What follows belongs to an exercise in optimizing a design on an open flow for small area; a production flow would make more cautious choices. The RTL was checked by simulation tests, not by an equivalence proof against the original design. Power figures rest on the tool's default switching activity, not on a simulated workload.

## NV_NVDLA_NOCIF_DRAM_READ_ig
module NV_NVDLA_NOCIF_DRAM_READ_ig (
   nvdla_core_clk
  ,nvdla_core_rstn
  ,pwrbus_ram_pd
  ,eg2ig_axi_vld
  ,client02mcif_lat_fifo_depth
  ,client02mcif_rd_cdt_lat_fifo_pop
  ,client02mcif_rd_req_valid
  ,client02mcif_rd_req_ready
  ,client02mcif_rd_req_pd
  ,client02mcif_rd_wt
  ,client02mcif_rd_axid
  ,client12mcif_lat_fifo_depth
  ,client12mcif_rd_cdt_lat_fifo_pop
  ,client12mcif_rd_req_valid
  ,client12mcif_rd_req_ready
  ,client12mcif_rd_req_pd
  ,client12mcif_rd_wt
  ,client12mcif_rd_axid
  ,client22mcif_lat_fifo_depth
  ,client22mcif_rd_cdt_lat_fifo_pop
  ,client22mcif_rd_req_valid
  ,client22mcif_rd_req_ready
  ,client22mcif_rd_req_pd
  ,client22mcif_rd_wt
  ,client22mcif_rd_axid
  ,client32mcif_lat_fifo_depth
  ,client32mcif_rd_cdt_lat_fifo_pop
  ,client32mcif_rd_req_valid
  ,client32mcif_rd_req_ready
  ,client32mcif_rd_req_pd
  ,client32mcif_rd_wt
  ,client32mcif_rd_axid
  ,client42mcif_lat_fifo_depth
  ,client42mcif_rd_cdt_lat_fifo_pop
  ,client42mcif_rd_req_valid
  ,client42mcif_rd_req_ready
  ,client42mcif_rd_req_pd
  ,client42mcif_rd_wt
  ,client42mcif_rd_axid
  ,client52mcif_lat_fifo_depth
  ,client52mcif_rd_cdt_lat_fifo_pop
  ,client52mcif_rd_req_valid
  ,client52mcif_rd_req_ready
  ,client52mcif_rd_req_pd
  ,client52mcif_rd_wt
  ,client52mcif_rd_axid
  ,client62mcif_lat_fifo_depth
  ,client62mcif_rd_cdt_lat_fifo_pop
  ,client62mcif_rd_req_valid
  ,client62mcif_rd_req_ready
  ,client62mcif_rd_req_pd
  ,client62mcif_rd_wt
  ,client62mcif_rd_axid
  ,client72mcif_lat_fifo_depth
  ,client72mcif_rd_cdt_lat_fifo_pop
  ,client72mcif_rd_req_valid
  ,client72mcif_rd_req_ready
  ,client72mcif_rd_req_pd
  ,client72mcif_rd_wt
  ,client72mcif_rd_axid
  ,reg2dp_rd_os_cnt
  ,cq_wr_pd
  ,cq_wr_pvld
  ,cq_wr_prdy
  ,cq_wr_thread_id
  ,mcif2noc_axi_ar_araddr
  ,mcif2noc_axi_ar_arready
  ,mcif2noc_axi_ar_arid
  ,mcif2noc_axi_ar_arlen
  ,mcif2noc_axi_ar_arvalid
);
Size in the first run: about 2300 flip-flops, roughly 660 I/O pins, roughly 92000 um^2 of cells after synthesis.
clock: 6.0 ns
lec_check: 0
cap_margin: 20
core_margin: 2
core_utilization: 65
place_density: 0.75
slew_margin: 20
standard.sh (not shown) runs the stock make flow with config.mk's settings and CLKGATE_MAP_FILE= SYNTH_SCRIPT=/design/flow/synth_recipe.tcl, a recipe that flattens the netlist after the stock synthesis.
==> flow/flow/run.sh <==
#!/bin/bash
# Standard ORFS layout, with smaller port buffers and a coarser clock tree
# without dummy loads. Each tool's output goes to its own log here.
cp standard.sh standard_sh.txt
cp config.mk config_mk.txt
export BUFFER_PORTS_ARGS="-buffer_cell sky130_fd_sc_hd__buf_1"
export CTS_ARGS="-sink_clustering_enable -repair_clock_nets -dont_use_dummy_load"
bash standard.sh > standard.log 2>&1
Change:
==> flow/run.sh (new file) <==
#!/bin/bash
# synth_recipe.tcl (not shown) runs the flow's synth.tcl, then flattens the netlist and writes it again
# the make line also repeats each setting of config.mk as NAME=value (left out here)
make -C /OpenROAD-flow-scripts/flow DESIGN_CONFIG=/design/flow/config.mk WORK_HOME=/design/flow/orfs CLKGATE_MAP_FILE= SYNTH_SCRIPT=/design/flow/synth_recipe.tcl finish
--- a/flow/config.mk
+++ b/flow/config.mk
@@ -8,5 +8,4 @@
 export CAP_MARGIN = 20
 export CORE_MARGIN = 2
-export CORE_UTILIZATION = 65
-export PLACE_DENSITY = 0.75
+export CORE_UTILIZATION = 40
 export SLEW_MARGIN = 20
removed: flow/flow/run.sh
removed: flow/standard.sh
=>
- worst hold slack loses 0.15 ns
- wire length rises by 10%
- utilization drops by 25 points
- synthesized cell count is unchanged
- register-to-register slack is better by 0.04 ns
- non-clock buffer count grows by 9
- clock skew shrinks by 0.021 ns
- clock power climbs by 27%
- fmax barely changes
- cell count goes up by 16%

static timing again, ports no longer ideal:
In the flow no input, the clock included, has a driving cell. The finished layouts below were timed again as built, in two steps.
Step 1 assumes that a clkbuf_16 drives the clock port and a buf_2 every other input.
Step 2 times the ports against the registers' clock, not the clock port: input delays grow and output delays shrink by t, the midpoint of the rising clock arrivals with the driver on.
Three values: ideal, step 1, step 2; two values: the first two.
| run | t (ns) | slack for setup (ns) | pins driven straight from the clock port |
|---|---|---|---|
| the first run | 0.876 | 0.254 / 0.173 / 0.365 | 1 |
| the second run | 0.940 | 0.253 / 0.160 / 0.134 | 1 |
After both steps every run listed still meets setup and hold. For the second run, which loses most, drivers alone change the setup slack by -0.093 ns; drivers and shift together by -0.119 ns.
